Context: an optimization exercise on an open-source flow, tuned for small area, a short achievable clock period and few clock cycles per item. The choices shown serve that exercise and are no tape-out recipe. Function was checked by simulation only, so behaviour that the tests miss may differ from the original.

==> flow/design.v (outline; a module is shown in full before it is edited, if it fits) <==
// module EC_TOP: 50 lines
// module EC_COMB: 15793 lines
module EC_TOP(
    clk, rst_n, in_valid,
    in_Px, in_Py, in_Qx, in_Qy, in_prime, in_a,
    out_valid, out_Rx, out_Ry
);
  // ...
==> flow/flow/run.sh <==
#!/bin/bash
# Layout flow: the standard synthesis, then the combinational logic between the
# registers is re-mapped with a stronger ABC script (every register instance, its name
# and its cell type are kept as the standard synthesis made them), then the standard
# layout steps from floorplan to finish.
set -euo pipefail
HERE=$(pwd)
RES=$HERE/orfs/results/${FLOW_PLATFORM}/EC_TOP/base
LIB=$FLOW_HOME/platforms/${FLOW_PLATFORM}/lib/sky130_fd_sc_hd__tt_025C_1v80.lib
YOSYS=$FLOW_HOME/../tools/install/yosys/bin/yosys
[ -x "$YOSYS" ] || YOSYS=yosys

# 1. standard synthesis
bash standard.sh synth > std_synth.log 2>&1
cp $RES/1_2_yosys.v std_synth.v

# 2. re-map the combinational logic
DU=""
for c in $(cat flow/dont_use.txt); do DU="$DU -dont_use $c"; done
cat > resynth.ys <<EOT
read_liberty -ignore_miss_func $LIB
read_verilog std_synth.v
hierarchy -top $FLOW_TOP
setattr -mod -set keep_hierarchy 1 sky130_fd_sc_hd__*df* sky130_fd_sc_hd__*dl*
flatten
opt_clean -purge
tee -o resynth_before.txt stat -liberty $LIB
abc -script $HERE/flow/resynth.abc -liberty $LIB $DU
opt_clean -purge
hilomap -singleton -hicell sky130_fd_sc_hd__conb_1 HI -locell sky130_fd_sc_hd__conb_1 LO
splitnets
opt_clean -purge
select $FLOW_TOP
tee -o resynth_after.txt stat -liberty $LIB
write_verilog -noattr -nohex -nodec -selected resynth.v
EOT
$YOSYS -l resynth.log -q resynth.ys > /dev/null 2>&1
cp resynth.v $RES/1_2_yosys.v
rm -f $RES/1_synth.odb $RES/1_synth.sdc

# 3. standard layout from the new netlist
# the setup margin makes the resizer shorten every register-to-register path
# whose slack is under the margin (so paths longer than 90 - margin ns)
SETUP_SLACK_MARGIN=70 bash standard.sh > std_layout.log 2>&1
==> flow/flow/dont_use.txt <==
sky130_fd_sc_hd__probe_p_8 sky130_fd_sc_hd__probec_p_8 sky130_fd_sc_hd__lpflow_bleeder_1 sky130_fd_sc_hd__lpflow_clkbufkapwr_1 sky130_fd_sc_hd__lpflow_clkbufkapwr_16 sky130_fd_sc_hd__lpflow_clkbufkapwr_2 sky130_fd_sc_hd__lpflow_clkbufkapwr_4 sky130_fd_sc_hd__lpflow_clkbufkapwr_8 sky130_fd_sc_hd__lpflow_clkinvkapwr_1 sky130_fd_sc_hd__lpflow_clkinvkapwr_16 sky130_fd_sc_hd__lpflow_clkinvkapwr_2 sky130_fd_sc_hd__lpflow_clkinvkapwr_4 sky130_fd_sc_hd__lpflow_clkinvkapwr_8 sky130_fd_sc_hd__lpflow_decapkapwr_12 sky130_fd_sc_hd__lpflow_decapkapwr_3 sky130_fd_sc_hd__lpflow_decapkapwr_4 sky130_fd_sc_hd__lpflow_decapkapwr_6 sky130_fd_sc_hd__lpflow_decapkapwr_8 sky130_fd_sc_hd__lpflow_inputiso0n_1 sky130_fd_sc_hd__lpflow_inputiso0p_1 sky130_fd_sc_hd__lpflow_inputiso1n_1 sky130_fd_sc_hd__lpflow_inputiso1p_1 sky130_fd_sc_hd__lpflow_inputisolatch_1 sky130_fd_sc_hd__lpflow_isobufsrc_1 sky130_fd_sc_hd__lpflow_isobufsrc_16 sky130_fd_sc_hd__lpflow_isobufsrc_2 sky130_fd_sc_hd__lpflow_isobufsrc_4 sky130_fd_sc_hd__lpflow_isobufsrc_8 sky130_fd_sc_hd__lpflow_isobufsrckapwr_16 sky130_fd_sc_hd__lpflow_lsbuf_lh_hl_isowell_tap_1 sky130_fd_sc_hd__lpflow_lsbuf_lh_hl_isowell_tap_2 sky130_fd_sc_hd__lpflow_lsbuf_lh_hl_isowell_tap_4 sky130_fd_sc_hd__lpflow_lsbuf_lh_isowell_4 sky130_fd_sc_hd__lpflow_lsbuf_lh_isowell_tap_1 sky130_fd_sc_hd__lpflow_lsbuf_lh_isowell_tap_2 sky130_fd_sc_hd__lpflow_lsbuf_lh_isowell_tap_4
==> flow/flow/resynth.abc <==
strash
dc2
balance; rewrite; refactor; balance; rewrite; rewrite -z; balance; refactor -z; rewrite -z; balance
dch -f
&get -n
&dch -f
&nf
&put
strash
dc2
balance; rewrite; refactor; balance; rewrite; rewrite -z; balance; refactor -z; rewrite -z; balance
&get -n
&deepsyn -T 20
&put
dch -f
map -a
map -D 14000
topo
==> flow/standard.sh <==
#!/bin/bash
# synth_recipe.tcl (not shown) runs the flow's synth.tcl, then flattens the netlist and writes it again
# the make line also repeats each setting of config.mk as NAME=value (left out here)
make -C /OpenROAD-flow-scripts/flow DESIGN_CONFIG=/design/flow/config.mk WORK_HOME=/design/flow/orfs CLKGATE_MAP_FILE= SYNTH_SCRIPT=/design/flow/synth_recipe.tcl "${@:-finish}"
==> flow/config.mk <==
export PLATFORM = sky130hd
export DESIGN_NAME = EC_TOP
export DESIGN_NICKNAME = EC_TOP
export VERILOG_FILES = /design/flow/design.v
export SDC_FILE = /design/flow/constraint.sdc
export NUM_CORES = 4
export LEC_CHECK = 0
export CAP_MARGIN = 20
export CORE_MARGIN = 2
export CORE_UTILIZATION = 40
export SLEW_MARGIN = 20
==> flow/constraint.sdc <==
create_clock -name core_clock -period 90.0 [get_ports {clk}]
set_input_delay 18.0000 -clock core_clock [delete_from_list [all_inputs] [get_ports {clk}]]
set_output_delay 18.0000 -clock core_clock [all_outputs]
set_load 0.01 [all_outputs]
==> summary.md, run 1 <==
| Metric | Value |
|---|---|
| Root Buffer | clkbuf_16 |
| Share of cells above drive strength 1 | 0.252 |
| First-pass GRT wire length | roughly 84000 um |
| Die Height | around 170 um |
| Htree depth | 2 |
| Headroom to the max-slew limit | 0.290 |
| Warnings, synthesis | 1 |
| Startpoint Class | primary input |
| Seq cells | 53 |
| Status | timing/DRC/antenna clean |
| Crit path time final | roughly 20000 ps |
| Met3 usage | 0.0527 |
| Tot GR Track Use | 0.348 |
| Setup Buffers After CTS | 34 |
| Number of non-clock inverters in the layout | between 200 and 300 |
| Top Metal Used | met4 |
| Final wirelength | 58100 um |
| Resized cells post-CTS | around 150 |
| Crit-path max cell delay | about 440 ps |
| Clk tree area frac | 0.0106 |
| Max-cap viol count | 0 |
| Residual DRC | 0 |
| Tap cell count | 384 |
Testbench counts, summed over its fixed seeds: cycles 9,600, items 3,200.
==> run 2: changes to the inputs <==
--- a/flow/flow/run.sh
+++ b/flow/flow/run.sh
@@ -41,4 +41,4 @@
 # 3. standard layout from the new netlist
 # the setup margin makes the resizer shorten every register-to-register path
 # whose slack is under the margin (so paths longer than 90 - margin ns)
-SETUP_SLACK_MARGIN=70 bash standard.sh > std_layout.log 2>&1
+SETUP_SLACK_MARGIN=68 bash standard.sh > std_layout.log 2>&1
--- a/flow/flow/resynth.abc
+++ b/flow/flow/resynth.abc
@@ -14,5 +14,5 @@
 &put
 dch -f
 map -a
-map -D 14000
+map -a
 topo
==> summary.md, run 2 <==
| Metric | Value |
|---|---|
| WL/cell | 21.9 um |
| Core area | ~27000 um2 |
| CP Capture Type | flip-flop |
| Leading cell type in the layout, fill and taps excluded | nand2_1 |
| Num rows | 60 |
| Setup violations, final | 0 |
| Die Height | 169 um (-3.2%) |
| Max frequency | between 40 and 50 MHz |
| Period Utilization, post-route | 0.235 |
| Multi-input gate area | roughly 9700 um2 |
| Total Nets Final | 2139 |
| Warnings, synthesis | 1 (unchanged) |
| Max-cap viol count | 0 (unchanged) |
| Required time worst endpoint | between 90000 and 100000 ps |
| CTS buffer count | 5 |
| Starting DRT DRC Count | roughly 2100 |
| Number of vias in the routed layout | 15300 |
| Most frequent cells in the layout | nand2_1 (306), nor2_1 (270), clkinv_1 (215) |
| Vias in the first global route | 14000 |
| Mapped Nets | between 1500 and 2000 |
| Tot GR Track Use | 0.360 (+0.0115) |
| Via/cell ratio | between 6 and 7 |
| CP max-delay cell | nor2_1 |
| Root Buffer | clkbuf_16 |
| Crit path time final | 21130 ps (+1320 ps) |
| CTS clk-pin slew, worst paths | roughly 80 ps |
| Kind of critical path | flip-flop to flip-flop |
| # diodes | 0 |
| CTS tree | done |
| Headroom to the max-slew limit | 0.375 (+0.0848) |
| CP Max Fanout | 27 |
| Hold-fix buffer count after cts | 0 |
| Residual DRC | 0 (unchanged) |
| CP arrival | approximately 21000 ps |
| IO buf count | slightly above 50 |
| Die width | roughly 170 um |
| GRT overflow | 0 |
| Avg Cell Area, Syn | 5.69 um2 |
| Post-DRT Antenna Nets | 0 |
| HP Class | flip-flop to flip-flop |
| Share of cells above drive strength 1 | 0.229 (-0.0228) |
| P&R area growth vs syn | 32.4% |
| Min-Delay Startpoint | v1 |
| Htree depth | 2 (unchanged) |
| DR pass1 iterations | 6 |
| R2R Setup Slk | ~69000 ps |
| CP Launch Point | p[3] |
| Layout filler cell count | about 2700 |
| CTS Sinks | 53 |
| Register Area | between 1000 and 1500 um2 |
| Slew @ Worst Pin | 935 ps |
| Clock latency on the worst-skew pair | ~300 ps |
| # IOs | 52 |
| Largest net degree at the start of global routing | 35 |
| Final wirelength | 53600 um (-7.7%) |
| Startpoint Class | flip-flop |
| Status | timing/DRC/antenna clean |
| Cell repeated most along the worst path | nand2_2 |
| Post-route setup TNS | 0 ps |
| Critical R2R Launch | p[3] |
| Cells after Synth | approximately 1900 |
| Pins Over Slew Limit | 0 |
| First-pass GRT wire length | 80300 um (-4.7%) |
| Netlist Area Pre-Place | between 10000 and 15000 um2 |
| Initial antenna violation count | 1 |
| Initial core utilization | 0.406 |
| RSZ-0062 raised after global routing | true |
| Setup Skew | around 12 ps |
| Detailed placement HPWL | between 30000 and 40000 um |
| Final hold violation count | 0 |
| Max Buffers Root-to-Sink | 2 |
| Die area | between 20000 and 30000 um2 |
| Crit-path max cell delay | 770 ps (+330 ps) |
| RePlAce Congestion | 1.03 |
## run 2: path summary, 6_finish.rpt
path,to,cells after the start
min in group asynchronous,v1,1
min,v2,0
max in group asynchronous,v2,1
max reg2reg,out_Ry[1],147
min reg2reg,v2,0
max,out_Ry[1],147
## run 2: per-stage QoR
stage / cells / area, um2 / hold slack (ps) / util / setup WS [ps]
global placement: 2333 / 12100 / 339 / 0.450 / 64390
detailed placement: 2333 / 12100 / 336 / 0.450 / 63910
global route: 2442 / 14400 / 363 / 0.537 / 67490
CTS: 2382 / 13000 / 352 / 0.486 / 68020
finish: 2442 / 14400 / 350 / 0.537 / 68870
floorplan: 1912 / 10900 / 331 / - / 68040
## run 2: critical path: cells and delay by family, from the launching register on
kind            cells  cell delay (ps)
simple gates       77             8920
compound gates     34             5490
xor+xnor           15             2940
buf+inv            19             2700
fa+ha+maj           2              570
flops               1              350
## run 2: repair_timing
| item | in CTS | in global routing |
|---|---|---|
| setup buffers | 40 | 59 |
| pin swaps | 27 | 81 |
| resized for setup | 159 | 268 |
| gates cloned | 1 | 1 |
| setup endpoints to repair | 12 | 12 |
## run 2: layer usage
metal | GRT usage | part of all wire
met1 | 0.482 | 0.40
met2 | 0.576 | 0.44
met3 | 0.0706 | 0.11
met4 | 0.127 | 0.041
met5 | 0 | 0.00021
## run 2: area by class of cell
| class | instances | area share |
|---|---|---|
| clock buffers | 6 | 0.00964 |
| clock inverters | 2 | 0.00104 |
| inverters | 280 | 0.0828 |
| multi-input cells | 1580 | 0.673 |
| flip-flops and latches | 53 | 0.0962 |
| well taps | 341 | 0.0296 |
| repair buffers | 179 | 0.107 |
| repair inverters | 1 | 0.000434 |
==> run 3: changes to the inputs <==
--- a/flow/flow/resynth.abc
+++ b/flow/flow/resynth.abc
@@ -14,5 +14,5 @@
 &put
 dch -f
 map -a
-map -a
+map -D 11000
 topo
==> summary.md, run 3 <==
| Metric | Value |
|---|---|
| Initial antenna violation count | 1 (unchanged) |
| Crit-path max cell delay | 490 ps (-280 ps) |
| Die Height | 183 um (+8.3%) |
| Clock latency on the worst-skew pair | 310 ps (about the same) |
| HP Class | flip-flop to flip-flop |
| Via/cell ratio | 6.78 (+7.8%) |
| Total Nets Final | 2384 (+11%) |
| Layout filler cell count | 3329 (+24%) |
| CTS buffer count | 5 (unchanged) |
| WHS Endpoint | v2 |
| Core area | 31600 um2 (+18%) |
| Min-Delay Startpoint | v1 |
| Die width | 183 um (+8.3%) |
| Leading cell type in the layout, fill and taps excluded | nand2_1 |
| Detailed placement HPWL | 49200 um (+27%) |
| R2R depth | 106 (-28%) |
| Pins Over Slew Limit | 0 (unchanged) |
| Headroom to the max-slew limit | 0.405 (+0.0293) |
| Largest net degree at the start of global routing | 55 (+57%) |
| Cells after Synth | 2236 (+17%) |
| Buf+Inv Stages, Crit Path | 6 (-13) |
| Num rows | 65 (+8.3%) |
| Hold Path Cell Cnt | 0 (unchanged) |
| Reg2reg end | out_Ry[1] |
| Critical R2R Launch | p[3] |
| CTS Sinks | 53 (unchanged) |
| Max-cap viol count | 0 (unchanged) |
| Tot GR Track Use | 0.373 (+0.0132) |
| Final Util | 0.476 (-0.0617) |
| Period Utilization, post-route | 0.225 (-0.00943) |
| Die area | 33400 um2 (+17%) |
| IO buf count | 51 (unchanged) |
| Max Buffers Root-to-Sink | 2 (unchanged) |
| Starting DRT DRC Count | 2543 (+20%) |
| Warnings, synthesis | 1 (unchanged) |
| Mapped Nets | 2275 (+17%) |
| Vias in the first global route | 16600 (+18%) |
| Htree depth | 2 (unchanged) |
| Root Buffer | clkbuf_16 |
| Slew @ Worst Pin | 889 ps (-45.8 ps) |
| Register Area | 1380 um2 (-0.18%) |
| CTS clk-pin slew, worst paths | 80 ps (about the same) |
| Residual DRC | 0 (unchanged) |
| Max frequency | 49.3 MHz (+4.2%) |
| Status | timing/DRC/antenna clean |
| Netlist Area Pre-Place | 12800 um2 (+18%) |
| Initial core utilization | 0.406 (about the same) |
| Most frequent cells in the layout | nand2_1 (470), nor2_1 (254), clkinv_1 (225) |
| CP Max Fanout | 38 (+41%) |
| Post-route setup TNS | 0 ps (unchanged) |
| CP arrival | 20520 ps (-810 ps) |
| Avg Cell Area, Syn | 5.72 um2 (+0.59%) |
| RSZ-0062 raised after global routing | false |
| Top cell family by delay on the critical path | compound AO/OA/AOI/OAI gates |
| Final hold violation count | 0 (unchanged) |
| CP Capture Type | flip-flop |
| Setup Skew | 16.2 ps (+3.98 ps) |
| RePlAce Congestion | 1.15 (+12%) |
| R2R Setup Slk | 69720 ps (+850 ps) |
| # IOs | 52 (unchanged) |
| First-pass GRT wire length | 97400 um (+21%) |
| Share of cells above drive strength 1 | 0.113 (-0.116) |
| CTS tree | done |
| Cell repeated most along the worst path | nand2_1 |
| WL/cell | 23.6 um (+7.6%) |
| Post-DRT Antenna Nets | 0 (unchanged) |
| DR pass1 iterations | 9 (+3) |
| GRT overflow | 0 (unchanged) |
| Startpoint Class | flip-flop |
| Final wirelength | 64900 um (+21%) |
| Setup violations, final | 0 (unchanged) |
| Multi-input gate area | 11200 um2 (+15%) |
| Crit path time final | 20280 ps (-849 ps) |
| Number of vias in the routed layout | 18600 (+21%) |
| # diodes | 0 (unchanged) |
| Required time worst endpoint | 90240 ps (+40 ps) |
| Kind of critical path | flip-flop to flip-flop |
| CP max-delay cell | nand4_1 |
| Hold-fix buffer count after cts | 0 (unchanged) |
| P&R area growth vs syn | 17.3% |
[run 3: cell count changes in the layout (fill, tap and decap cells not counted), moves of 20 or more]
cell	delta
a21oi_1	+64
buf_4	-71
inv_2	-20
nand2_1	+164
nand2_2	-22
nand3_1	+107
nand4_1	+66
nor2_4	-37
o21ai_0	+23
xnor2_1	-32
[run 3: what timing repair did]
action / CTS / global route
gates resized for setup: 28 / 159
setup endpoints to repair: 12 / 12
cloned: 0 / 0
pin swaps: 3 / 10
buffers inserted: 7 / 11
hold endpoints to repair: 0 / 0
[run 3: metal layers]
| metal | track usage | vias up | share of wire |
|---|---|---|---|
| met5 | 0 | - | 0 |
| met4 | 0.134 | 0 | 0.047 |
| met3 | 0.106 | 281 | 0.14 |
| met2 | 0.545 | 1360 | 0.40 |
| met1 | 0.521 | 8531 | 0.41 |
| li1 | - | 8451 | - |
[run 3: worst max path at each step]
stage	slack, ps	startpoint	end	cells past startpoint
floorplan	69420	p[1]	out_Ry[1]	100
global placement	66870	v2	out_Ry[1]	105
detailed placement	66150	v2	out_Ry[1]	103
CTS	68010	v2	out_Ry[1]	104
global route	67770	v2	out_Ry[1]	106
finish	69720	p[3]	out_Ry[1]	106
[run 3: final cells by class]
cell class | instances | area share
multi-input combinational | 1953 | 0.744
clock inverter | 3 | 0.00175
tap | 402 | 0.0335
clock buffer | 5 | 0.00834
inverter | 230 | 0.0583
sequential | 53 | 0.0921
timing repair buffer | 102 | 0.0625
[run 3: through the flow]
| step | instance area, um2 | setup slack [ps] | hold slack (ps) | cells |
|---|---|---|---|---|
| final | 15000 | 69720 | 361 | 2748 |
| after global routing | 15000 | 67770 | 378 | 2748 |
| after CTS | 14300 | 68010 | 361 | 2737 |
| after detailed placement | 14100 | 66150 | 340 | 2722 |
| after global placement | 14100 | 66870 | 341 | 2722 |
| after floorplan | 12800 | 69420 | 331 | 2236 |
==> run 4: changes to the inputs <==
--- a/flow/flow/resynth.abc
+++ b/flow/flow/resynth.abc
@@ -14,5 +14,5 @@
 &put
 dch -f
 map -a
-map -D 11000
+map -D 14000
 topo
--- a/flow/config.mk
+++ b/flow/config.mk
@@ -8,4 +8,5 @@
 export CAP_MARGIN = 20
 export CORE_MARGIN = 2
 export CORE_UTILIZATION = 40
+export PLACE_DENSITY = 0.8
 export SLEW_MARGIN = 20
==> summary.md, run 4 <==
| Metric | Value |
|---|---|
| Detailed placement HPWL | 40700 um (-17%) |
| Largest net degree at the start of global routing | 43 (-22%) |
| RePlAce Congestion | 1.06 (-8.0%) |
| Setup violations, final | 0 (unchanged) |
| CP arrival | 20740 ps (+220 ps) |
| Slew @ Worst Pin | 1140 ps (+249 ps) |
| DR pass1 iterations | 8 (-1) |
| P&R area growth vs syn | 21.0% |
| Final wirelength | 55300 um (-15%) |
| Hold-fix buffer count after cts | 0 (unchanged) |
| Kind of critical path | flip-flop to flip-flop |
| Design Area, Final | 14100 um2 (-6.3%) |
| CP max-delay cell | clkinvlp_4 |
| CP Capture Type | flip-flop |
| Max-cap viol count | 0 (unchanged) |
| Post-route setup TNS | 0 ps (unchanged) |
| First-pass GRT wire length | 83300 um (-15%) |
| Period Utilization, post-route | 0.229 (+0.00332) |
| Startpoint Class | flip-flop |
| Number of vias in the routed layout | 16600 (-11%) |
| Setup Skew | 6.38 ps (-9.81 ps) |
| Vias in the first global route | 15200 (-8.4%) |
| Cell repeated most along the worst path | nand2_1 |
| Initial antenna violation count | 0 (-1) |
| Final Util | 0.490 (+0.0145) |
| Leading cell type in the layout, fill and taps excluded | nand2_1 |
| GRT overflow | 0 (unchanged) |
| Pins Over Slew Limit | 0 (unchanged) |
| Htree depth | 2 (unchanged) |
| CP Max Fanout | 26 (-32%) |
| Most frequent cells in the layout | nand2_1 (383), nor2_1 (292), clkinv_1 (245) |
| Crit-path max cell delay | 490 ps (about the same) |
| Initial core utilization | 0.405 (about the same) |
| Clock latency on the worst-skew pair | 290 ps (-20 ps) |
| Final hold violation count | 0 (unchanged) |
| Residual DRC | 0 (unchanged) |
| Netlist Area Pre-Place | 11600 um2 (-9.1%) |
| RSZ-0062 raised after global routing | false |
| CTS clk-pin slew, worst paths | 70 ps (about the same) |
| # IOs | 52 (unchanged) |
| Tot GR Track Use | 0.342 (-0.0314) |
| IO buf count | 51 (unchanged) |
| Post-Layout Cell Count | 2573 (-6.4%) |
| Max frequency | 48.6 MHz (-1.5%) |
| Hold WS | 364 ps (+2.35 ps) |
| Required time worst endpoint | 90160 ps (-80 ps) |
| Core area | 28700 um2 (-9.0%) |
| Total Nets Final | 2226 (-6.6%) |
| HP Class | flip-flop to flip-flop |
| Die area | 30500 um2 (-8.9%) |
| Status | timing/DRC/antenna clean |
| Worst Setup Slack, final | 69420 ps (-299 ps) |
| # placed instances | 2524 (-7.3%) |
| Warnings, synthesis | 1 (unchanged) |
| Num rows | 62 (-4.6%) |
| Root Buffer | clkbuf_16 |
| Max Buffers Root-to-Sink | 2 (unchanged) |
| Mapped Nets | 2099 (-7.7%) |
| Post-DRT Antenna Nets | 0 (unchanged) |
| Placed Instance Area | 12800 um2 (-8.6%) |
| Cells after Synth | 2060 (-7.9%) |
| Headroom to the max-slew limit | 0.235 (-0.170) |
| Die width | 175 um (-4.6%) |
| Layout filler cell count | 2934 (-12%) |
| CTS Sinks | 53 (unchanged) |
| Share of cells above drive strength 1 | 0.139 (+0.0256) |
| CTS buffer count | 5 (unchanged) |
| CTS tree | done |
| WL/cell | 21.5 um (-9.0%) |
| Die Height | 175 um (-4.6%) |
| Avg Cell Area, Syn | 5.64 um2 (-1.4%) |
| Pre-CTS WS | 65690 ps (-468 ps) |
| Starting DRT DRC Count | 2578 (+1.4%) |
| Via/cell ratio | 6.45 (-4.8%) |
| Crit path time final | 20580 ps (+299 ps) |
-- run 4: path summary, 6_finish.rpt --
check | start | endpoint | slack [ps] | cells after the start
hold reg to reg | v1 | v2 | 360 | 0
setup / recovery | p[0] | out_Ry[1] | 69420 | 113
max in group asynchronous | rst_n | v2 | 71990 | 1
setup reg to reg | p[0] | out_Ry[1] | 69420 | 113
hold / removal | v1 | v2 | 360 | 0
min in group asynchronous | rst_n | v1 | 17870 | 1
-- run 4: routing by layer --
layer / global-route usage / up-vias / routed length (um)
met3: 0.0713 / 325 / 6720
met1: 0.467 / 7464 / 22400
li1: - / 7556 / -
met4: 0.146 / 0 / 3330
met2: 0.520 / 1263 / 22800
met5: 0 / - / 0
-- run 4: timing repair --
| item | CTS | global route |
|---|---|---|
| pin swaps | 0 | 29 |
| setup buffers | 0 | 36 |
| resized for setup | 47 | 175 |
| gates cloned | 0 | 4 |
| setup endpoints to repair | 12 | 12 |
-- run 4: worst max-delay path, delay by kind of cell (launching register included) --
family,cells,cell delay (ps)
buf+inv,12,1990
simple gates,40,6110
xor+xnor,5,1420
compound gates,56,10550
flops,1,320
-- run 4: final cells by class --
type                    instances  area, um2  share of cell area
well taps                     384        480              0.0341
clock inverters                 3       26.3             0.00187
multi-input cells            1745       9930               0.706
flip-flops and latches         53       1380              0.0983
diodes                          1       2.50            0.000178
repair buffers                118       1110              0.0789
clock buffers                   5        125             0.00889
inverters                     264       1010              0.0719
==> run 5: changes to the inputs <==
--- a/flow/config.mk
+++ b/flow/config.mk
@@ -8,5 +8,4 @@
 export CAP_MARGIN = 20
 export CORE_MARGIN = 2
 export CORE_UTILIZATION = 40
-export PLACE_DENSITY = 0.8
 export SLEW_MARGIN = 20
==> summary.md, run 5 <==
| Metric | Value |
|---|---|
| Status | timing/DRC/antenna clean |
| Setup violations, final | 0 (unchanged) |
| Mapped Nets | 2099 (unchanged) |
| Post-DRT Antenna Nets | 0 (unchanged) |
| Max Buffers Root-to-Sink | 2 (unchanged) |
| # diodes | 0 (-1) |
| Core area | 28700 um2 (unchanged) |
| Initial core utilization | 0.405 (unchanged) |
| Die width | 175 um (unchanged) |
| Die area | 30500 um2 (unchanged) |
| Most frequent cells in the layout | nand2_1 (377), nor2_1 (287), clkinv_1 (244) |
| Root Buffer | clkbuf_16 |
| Avg Cell Area, Syn | 5.64 um2 (unchanged) |
| RePlAce Congestion | 1.11 (+4.5%) |
| Clock latency on the worst-skew pair | 300 ps (about the same) |
| Pins Over Slew Limit | 0 (unchanged) |
| Crit-path max cell delay | 480 ps (about the same) |
| Residual DRC | 0 (unchanged) |
| First-pass GRT wire length | 83400 um (+0.17%) |
| Startpoint Class | flip-flop |
| Slew @ Worst Pin | 1040 ps (-102 ps) |
| Headroom to the max-slew limit | 0.307 (+0.0728) |
| Max-cap viol count | 0 (unchanged) |
| CTS tree | done |
| Leading cell type in the layout, fill and taps excluded | nand2_1 |
| WL/cell | 21.8 um (+1.6%) |
| Design Area, Final | 14200 um2 (+0.76%) |
| Tot GR Track Use | 0.346 (+0.00467) |
| Vias in the first global route | 14600 (-3.7%) |
| Largest net degree at the start of global routing | 43 (unchanged) |
| Via/cell ratio | 6.36 (-1.4%) |
| Total Nets Final | 2222 (-0.18%) |
| Detailed placement HPWL | 41500 um (+1.9%) |
| IO buf count | 51 (unchanged) |
| CTS clk-pin slew, worst paths | 80 ps (about the same) |
| Post-route setup TNS | 0 ps (unchanged) |
| Initial antenna violation count | 0 (unchanged) |
| Num rows | 62 (unchanged) |
| Hold WS | 351 ps (-12.4 ps) |
| Placed Instance Area | 12900 um2 (+0.18%) |
| Max frequency | 48.6 MHz (+0.11%) |
| CP max-delay cell | dfrtp_2 |
| CTS Sinks | 53 (unchanged) |
| RSZ-0062 raised after global routing | false |
| CTS buffer count | 5 (unchanged) |
| Netlist Area Pre-Place | 11600 um2 (unchanged) |
| Hold-fix buffer count after cts | 0 (unchanged) |
| Cell repeated most along the worst path | nand2_1 |
| # IOs | 52 (unchanged) |
| CP Max Fanout | 21 (-19%) |
| CP Capture Type | flip-flop |
| DR pass1 iterations | 9 (+1) |
| Final wirelength | 56100 um (+1.4%) |
| Htree depth | 2 (unchanged) |
| Crit path time final | 20560 ps (-22.0 ps) |
| Required time worst endpoint | 90180 ps (+20 ps) |
| Setup Skew | 10.6 ps (+4.23 ps) |
| Layout filler cell count | 3017 (+2.8%) |
| P&R area growth vs syn | 21.9% |
| HP Class | flip-flop to flip-flop |
| Kind of critical path | flip-flop to flip-flop |
| Period Utilization, post-route | 0.228 (-0.000244) |
| Starting DRT DRC Count | 2142 (-17%) |
| Final hold violation count | 0 (unchanged) |
| GRT overflow | 0 (unchanged) |
| Die Height | 175 um (unchanged) |
| Share of cells above drive strength 1 | 0.149 (+0.00987) |
| Number of vias in the routed layout | 16300 (-1.6%) |
| Cells after Synth | 2060 (unchanged) |
| CP arrival | 20730 ps (about the same) |
| Warnings, synthesis | 1 (unchanged) |
==> run 5: repair_timing <==
item,4_1_cts,5_1_grt
cloned,0,3
endpoints found under the setup margin,12,12
buffers inserted,1,29
resized for setup,55,200
pin swaps,1,29
==> run 5: routing by layer <==
metal,up-vias,GRT usage,wire [um]
met5,-,0,0
met4,0,0.128,2570
met3,216,0.0665,6290
met2,1155,0.548,24400
met1,7409,0.467,22800
li1,7565,-,-
==> run 5: path summary, 6_finish.rpt <==
path	start	end	slack [ps]	depth (start not counted)
max	v2	out_Ry[1]	69440	123
min	v1	v2	350	0
max reg2reg	v2	out_Ry[1]	69440	123
min reg2reg	v1	v2	350	0
max in group asynchronous	rst_n	v2	71990	1
min in group asynchronous	rst_n	v1	17870	1
==> run 5: stage by stage <==
step,utilization,setup slack (ps),std cells
finish,0.494,69440,2568
global route,0.494,67690,2568
CTS,0.459,68020,2536
detailed placement,0.448,65340,2527
global placement,0.448,66550,2527
floorplan,-,68940,2060
==> run 5: worst max-delay path, delay by kind of cell (launching register included) <==
family                 cells  cell delay, ps
AO/OA/AOI/OAI             62           11370
AND/OR/NAND/NOR           50            6780
buffers and inverters      9            1290
flip-flops                 1             480
XOR/XNOR                   2             470
==> run 5: area by class of cell <==
type                       count  area, um2  area share
tap                          384        480      0.0339
sequential                    53       1380      0.0975
clock buffer                   5        125     0.00883
inverter                     264       1020      0.0721
multi-input combinational   1744      10100       0.709
clock inverter                 3       25.0     0.00177
timing repair buffer         115       1080      0.0765
==> run 6: changes to the inputs <==
--- a/flow/config.mk
+++ b/flow/config.mk
@@ -5,7 +5,7 @@
 export SDC_FILE = /design/flow/constraint.sdc
 export NUM_CORES = 4
 export LEC_CHECK = 0
-export CAP_MARGIN = 20
+export CAP_MARGIN = 0
 export CORE_MARGIN = 2
 export CORE_UTILIZATION = 40
-export SLEW_MARGIN = 20
+export SLEW_MARGIN = 0
==> summary.md, run 6 <==
| Metric | Value |
|---|---|
| Status | timing/DRC/antenna clean |
| Kind of critical path | flip-flop to flip-flop |
| Netlist Area Pre-Place | 11600 um2 (unchanged) |
| RSZ-0062 raised after global routing | false |
| Hold-fix buffer count after cts | 0 (unchanged) |
| Mapped Nets | 2099 (unchanged) |
| CP Capture Type | flip-flop |
| CTS clk-pin slew, worst paths | 80 ps (about the same) |
| Max-cap viol count | 0 (unchanged) |
| Min-Delay Startpoint | v1 |
| Headroom to the max-slew limit | 0.0805 (-0.227) |
| Post-DRT Antenna Nets | 0 (unchanged) |
| Most frequent cells in the layout | nand2_1 (377), nor2_1 (287), clkinv_1 (244) |
| Slew @ Worst Pin | 1340 ps (+309 ps) |
| CTS buffer count | 5 (unchanged) |
| Setup violations, final | 0 (unchanged) |
| Max Buffers Root-to-Sink | 2 (unchanged) |
| CP Launch Point | p[1] |
| Via/cell ratio | 6.37 (about the same) |
| P&R area growth vs syn | 21.9% (about the same) |
| CP max-delay cell | edfxtp_1 |
| Crit path time final | 20560 ps (+0.200 ps) |
| Largest net degree at the start of global routing | 43 (unchanged) |
| Die Height | 175 um (unchanged) |
| Top cell family by delay on the critical path | compound AO/OA/AOI/OAI gates |
| GRT overflow | 0 (unchanged) |
| Cells after Synth | 2060 (unchanged) |
| R2R depth | 122 (-0.81%) |
| Hold Path Cell Cnt | 0 (unchanged) |
| Warnings, synthesis | 1 (unchanged) |
| Die width | 175 um (unchanged) |
| First-pass GRT wire length | 83400 um (unchanged) |
| # IOs | 52 (unchanged) |
| CP Max Fanout | 18 (-14%) |
| Pins Over Slew Limit | 0 (unchanged) |
| Max frequency | 48.6 MHz (about the same) |
| WP depth | 122 (-0.81%) |
| Avg Cell Area, Syn | 5.64 um2 (unchanged) |
| Worst Setup Slack, final | 69440 ps (-0.200 ps) |
| CP arrival | 20730 ps (about the same) |
| Pre-CTS WS | 65340 ps (unchanged) |
| Leading cell type in the layout, fill and taps excluded | nand2_1 |
| IO buf count | 51 (unchanged) |
| CTS Sinks | 53 (unchanged) |
| Core area | 28700 um2 (unchanged) |
| Initial antenna violation count | 0 (unchanged) |
| Critical R2R Launch | p[1] |
| Crit-path max cell delay | 410 ps (-70 ps) |
| Period Utilization, post-route | 0.228 (about the same) |
| Cell repeated most along the worst path | nand2_1 |
| Detailed placement HPWL | 41500 um (unchanged) |
| DR pass1 iterations | 9 (unchanged) |
| HP Class | flip-flop to flip-flop |
| Final wirelength | 55900 um (-0.30%) |
| Total Nets Final | 2222 (unchanged) |
| Htree depth | 2 (unchanged) |
| Root Buffer | clkbuf_16 |
| WL/cell | 21.8 um (-0.30%) |
| Number of vias in the routed layout | 16400 (+0.098%) |
| Setup Skew | 11.1 ps (+0.482 ps) |
| Die area | 30500 um2 (unchanged) |
| Final hold violation count | 0 (unchanged) |
| Post-route setup TNS | 0 ps (unchanged) |
| Clock latency on the worst-skew pair | 300 ps (about the same) |
| Initial core utilization | 0.405 (unchanged) |
| Required time worst endpoint | 90180 ps (about the same) |
| CTS tree | done |
| RePlAce Congestion | 1.11 (unchanged) |
| Num rows | 62 (unchanged) |
| # diodes | 0 (unchanged) |
| Residual DRC | 0 (unchanged) |
| Tot GR Track Use | 0.346 (unchanged) |
| Buf+Inv Stages, Crit Path | 8 (-1) |
| Share of cells above drive strength 1 | 0.149 (unchanged) |
| Startpoint Class | flip-flop |
| Vias in the first global route | 14600 (unchanged) |
| Starting DRT DRC Count | 2077 (-3.0%) |
run 6: area by class of cell:
type | instances | area (um2)
Clock buffer | 5 | 125
Clock inverter | 3 | 25.0
Fill cell | 3018 | 14500
Inverter | 264 | 1020
Multi-Input combinational cell | 1744 | 10100
Sequential cell | 53 | 1380
Tap cell | 384 | 480
Timing Repair Buffer | 115 | 1080
run 6: repair_timing:
| action | 4_1_cts | 5_1_grt |
|---|---|---|
| buffers inserted | 1 | 29 |
| hold endpoints to repair | 0 | 0 |
| pin swaps | 1 | 29 |
| resized for setup | 55 | 200 |
| cloned | 0 | 3 |
| endpoints found under the setup margin | 12 | 12 |
run 6: path summary, 6_finish.rpt:
path                        endpoint  slack [ps]
setup / recovery           out_Ry[1]       69440
hold / removal                    v2         350
setup reg to reg           out_Ry[1]       69440
hold reg to reg                   v2         350
max in group asynchronous         v2       71990
min in group asynchronous         v1       17870
run 6: stage by stage:
| step | hold slack, ps | area [um2] | util | cells |
|---|---|---|---|---|
| 2_1_floorplan | 331 | 11600 | - | 2060 |
| 3_3_place_gp | 333 | 12900 | 0.448 | 2527 |
| 3_5_place_dp | 336 | 12900 | 0.448 | 2527 |
| 4_1_cts | 353 | 13200 | 0.459 | 2536 |
| 5_1_grt | 360 | 14200 | 0.494 | 2568 |
| 6_report | 351 | 14200 | 0.494 | 2568 |
run 6: routing by layer:
layer / up-vias / part of all wire / wire, um / global-route usage
met3: 218 / 0.11 / 6130 / 0.0665
met5: - / 0 / 0 / 0
li1: 7567 / - / - / -
met2: 1104 / 0.44 / 24300 / 0.548
met4: 0 / 0.045 / 2520 / 0.128
met1: 7472 / 0.41 / 22900 / 0.467

static timing again, ports no longer ideal:
The flow's constraints put no driver on any port. The routed layouts listed below were extracted and timed again, unchanged, in two steps. Step 1, drivers: a clkbuf_16 drives clk and a buf_2 each remaining input, both assumed. Step 2 times the ports against the registers' clock, not the clock port: input delays grow and output delays shrink by t, the midpoint of the rising clock arrivals with the driver on. a / b / c = no drivers / after step 1 / after step 2; a / b = the first two.
| run | t (ns) | setup WS [ns] | hold WS [ns] |
|---|---|---|---|
| run 1 | 0.330 | 70.188 / 70.189 / 69.860 | 0.377 / 0.377 / 0.377 |
| run 2 | 0.332 | 68.872 / 68.872 / 68.872 | 0.350 / 0.350 / 0.350 |
| run 3 | 0.337 | 69.721 / 69.721 / 69.721 | 0.361 / 0.361 / 0.361 |
| run 4 | 0.324 | 69.422 / 69.422 / 69.422 | 0.364 / 0.364 / 0.364 |
| run 5 | 0.339 | 69.444 / 69.444 / 69.444 | 0.351 / 0.351 / 0.351 |
| run 6 | 0.339 | 69.444 / 69.444 / 69.444 | 0.351 / 0.351 / 0.351 |
After both steps every run listed still meets setup and hold. For run 1, which loses most, drivers alone change the setup slack by +0.001 ns; drivers and shift together by -0.328 ns.
